What follows belongs to an exercise in optimizing a design on an open flow for small area; a production flow would make more cautious choices. Only simulation tests tie the RTL to the original design; equivalence was not proved. Power and IR drop assume default switching activity.

Setup of quartz:
==> flow/design.v <==
`timescale 1ns / 1ps
module FIFO
#(parameter data_width =32,parameter addr_width=4)
(input clk,
input rd_en,
input wr_en,
input [data_width-1:0] data_in,
input reset,
output reg [data_width-1:0] data_out,
output reg empty,
output reg full,
output reg [addr_width-1:0] data_counter
);
localparam depth = 2**addr_width;
reg [data_width-1:0] memory [depth-1:0];
wire rd_ok = rd_en & ~empty;
wire wr_ok = wr_en & ~full & ~rd_ok;
wire [addr_width-1:0] rd_idx = data_counter - 1'b1;
integer i;
always @(posedge clk) begin
    if (wr_ok) begin
        memory[0] <= data_in;
        for (i = 1; i < depth; i = i + 1)
            memory[i] <= memory[i-1];
    end
end
wire [depth-1:0] sel;
genvar g;
generate
  for (g = 0; g < depth-1; g = g + 1) begin : s
    assign sel[g] = (data_counter == g+1);
  end
endgenerate
assign sel[depth-1] = full;
reg [data_width-1:0] rd_data;
always @* begin
    rd_data = 0;
    for (i = 0; i < depth; i = i + 1)
        rd_data = rd_data | (memory[i] & {data_width{sel[i] & rd_ok}});
    rd_data = rd_data | (data_out & {data_width{~rd_ok}});
end
always @(posedge clk)
    data_out <= rd_data;
always @(posedge clk) begin
    if (reset) begin
        data_counter <= 0;
        full <= 1'b0;
        empty <= 1'b1;
    end else if (rd_ok) begin
        data_counter <= data_counter - 1'b1;
        full <= 1'b0;
        empty <= (data_counter == 1);
    end else if (wr_ok) begin
        data_counter <= data_counter + 1'b1;
        full <= (data_counter == depth-1);
        empty <= 1'b0;
    end
end
endmodule
clock: 2.2 ns
lec_check: 0
cap_margin: 20
core_margin: 2
core_utilization: 75
setup_slack_margin: 0.05
slew_margin: 20
standard.sh (not shown) runs the stock make flow with config.mk's settings and CLKGATE_MAP_FILE= SYNTH_SCRIPT=/design/flow/synth_recipe.tcl, a recipe that flattens the netlist after the stock synthesis.
==> flow/flow/run.sh <==
#!/bin/bash
# Own layout flow: the standard ORFS flow, with two changes.
#  1. Synthesis is the standard one (synth_recipe.tcl via standard.sh), but ABC
#     maps the combinational logic with an area-oriented script
#     (flow/abc_area.script) instead of ORFS's delay-oriented abc_speed.script.
#     Flip-flops are mapped by dfflibmap before ABC runs, so the registers,
#     their names and cell types are exactly the standard synthesis's.
#  2. Ports are buffered with buf_1 instead of ORFS's default pick, clock tree
#     without dummy loads, and non-critical gates are downsized after global
#     routing (RECOVER_POWER).
# Each step's full output goes to a log file of its own in the work folder.
set -euo pipefail
cd "$(dirname "$0")/.."
W=$PWD

rm -rf "$W/scripts_abc"
cp -r "$FLOW_HOME/scripts" "$W/scripts_abc"
cp "$W/flow/abc_area.script" "$W/scripts_abc/abc_speed.script"

bash standard.sh synth SCRIPTS_DIR="$W/scripts_abc" > "$W/synth.log" 2>&1

bash standard.sh finish \
  BUFFER_PORTS_ARGS="-buffer_cell sky130_fd_sc_hd__buf_1" \
  CTS_ARGS="-sink_clustering_enable -repair_clock_nets -buf_list {sky130_fd_sc_hd__clkbuf_4} -sink_clustering_size 10 -sink_clustering_max_diameter 40 -dont_use_dummy_load" \
  RECOVER_POWER=100 \
  > "$W/layout.log" 2>&1
==> flow/flow/abc_area.script <==
&get -n
&st
&dch
&nf -R 1000
&put
The flow did not stop early for quartz: all stages ran, and the layout cleared the timing, design-rule and antenna checks.
Changes in yarrow relative to quartz:
- changing CORE_UTILIZATION from 75 to 80
--- a/flow/flow/run.sh
+++ b/flow/flow/run.sh
@@ -22,5 +22,5 @@
 bash standard.sh finish \
   BUFFER_PORTS_ARGS="-buffer_cell sky130_fd_sc_hd__buf_1" \
-  CTS_ARGS="-sink_clustering_enable -repair_clock_nets -buf_list {sky130_fd_sc_hd__clkbuf_4} -sink_clustering_size 10 -sink_clustering_max_diameter 40 -dont_use_dummy_load" \
+  CTS_ARGS="-sink_clustering_enable -repair_clock_nets -buf_list {sky130_fd_sc_hd__clkbuf_8 sky130_fd_sc_hd__clkbuf_16} -sink_clustering_size 30 -sink_clustering_max_diameter 60 -dont_use_dummy_load" \
   RECOVER_POWER=100 \
   > "$W/layout.log" 2>&1
Notes after the runs:
yarrow has final critical delay including setup and external delays above what quartz had.
Compared with quartz, yarrow shows a higher routed wire length.
yarrow has maximum number of pins on one net before global-route repair above what quartz had.
Share of total power in the clock network, yarrow and quartz, lower one = quartz.
Compared with quartz, yarrow shows a lower antenna diode count.
[inputs] maple vs yarrow
- CORE_UTILIZATION: 80 -> 85
### Flow results
Status: maple FAILED at clock tree synthesis (4_1_cts) (tool error)
Looking at initial core utilization across maple and yarrow, the one that comes out lower is yarrow.
When the final numbers for maple and yarrow were put side by side, the cell count after placement turned out to be smaller in maple.
Sort maple and yarrow by total number of placement rows desc -> top: yarrow
Sort maple and yarrow by die outline width desc -> top: yarrow
Between maple and yarrow, the difference in maximum root-to-sink buffer count is negligible.
The synthesized cell count of yarrow and that of maple are within noise of each other.
yarrow -> maple: count of state elements after synthesis delta 0, exact match
Routability-driven placement congestion ratio was higher in the run labelled maple.
## Diff of input files: fjord against maple
- changing CORE_UTILIZATION from 85 to 75
--- a/flow/flow/run.sh
+++ b/flow/flow/run.sh
@@ -22,5 +22,5 @@
 bash standard.sh finish \
   BUFFER_PORTS_ARGS="-buffer_cell sky130_fd_sc_hd__buf_1" \
-  CTS_ARGS="-sink_clustering_enable -repair_clock_nets -buf_list {sky130_fd_sc_hd__clkbuf_8 sky130_fd_sc_hd__clkbuf_16} -sink_clustering_size 30 -sink_clustering_max_diameter 60 -dont_use_dummy_load" \
+  CTS_ARGS="-sink_clustering_enable -repair_clock_nets -buf_list {sky130_fd_sc_hd__clkbuf_4 sky130_fd_sc_hd__clkbuf_8} -sink_clustering_size 16 -sink_clustering_max_diameter 60 -dont_use_dummy_load" \
   RECOVER_POWER=100 \
   > "$W/layout.log" 2>&1
Notes after the runs:
Compare maple and fjord | number of placed instances with taps included higher: fjord
Run status, maple: aborted in clock tree synthesis (4_1_cts), error DPL-0033
fjord has completed all stages; timing, DRC and antenna checks passed.
The area after synthesis on maple is in line with that on fjord.
fjord: weighted congestion at the end of routability-driven global placement is 1.2% higher than what maple reported.
Delta (fjord minus maple): die extent in x +about 6%; overall die height grew by 6.3%; cell area after placement was more or less identical.
Lower total number of placement rows goes to maple over fjord.
Looking at number of buffers inserted during clock tree synthesis, fjord sits above maple.

-- static timing again, ports no longer ideal --
The flow's constraints put no driver on any port. The routed layouts listed below were extracted and timed again, unchanged, in two steps. Step 1: set_driving_cell puts a clkbuf_16 on clk and a buf_2 on each other input, an assumption about the parent block. Step 2 times the ports against the registers' clock, not the clock port: input delays grow and output delays shrink by t, the midpoint of the rising clock arrivals with the driver on. a / b / c = ideal ports / drivers / drivers and shift; a / b = the first two.
| run | t, ns | slack for setup (ns) | worst hold slack (ns) | clock arrival spread, ns |
|---|---|---|---|---|
| quartz | 0.711 | 0.131 / 0.131 / -0.090 | 0.086 / 0.062 / 0.415 | 0.076 / 0.076 |
| yarrow | 0.623 | 0.052 / 0.052 / -0.069 | 0.005 / -0.014 / 0.436 | 0.055 / 0.055 |
| fjord | 0.599 | 0.112 / 0.112 / -0.035 | 0.030 / 0.009 / 0.415 | 0.051 / 0.051 |
Met with ideal ports but missed after step 2: setup timing in every run listed. The setup slack of quartz, which loses most, moves by 0.000 ns with the drivers and by -0.221 ns with both steps.
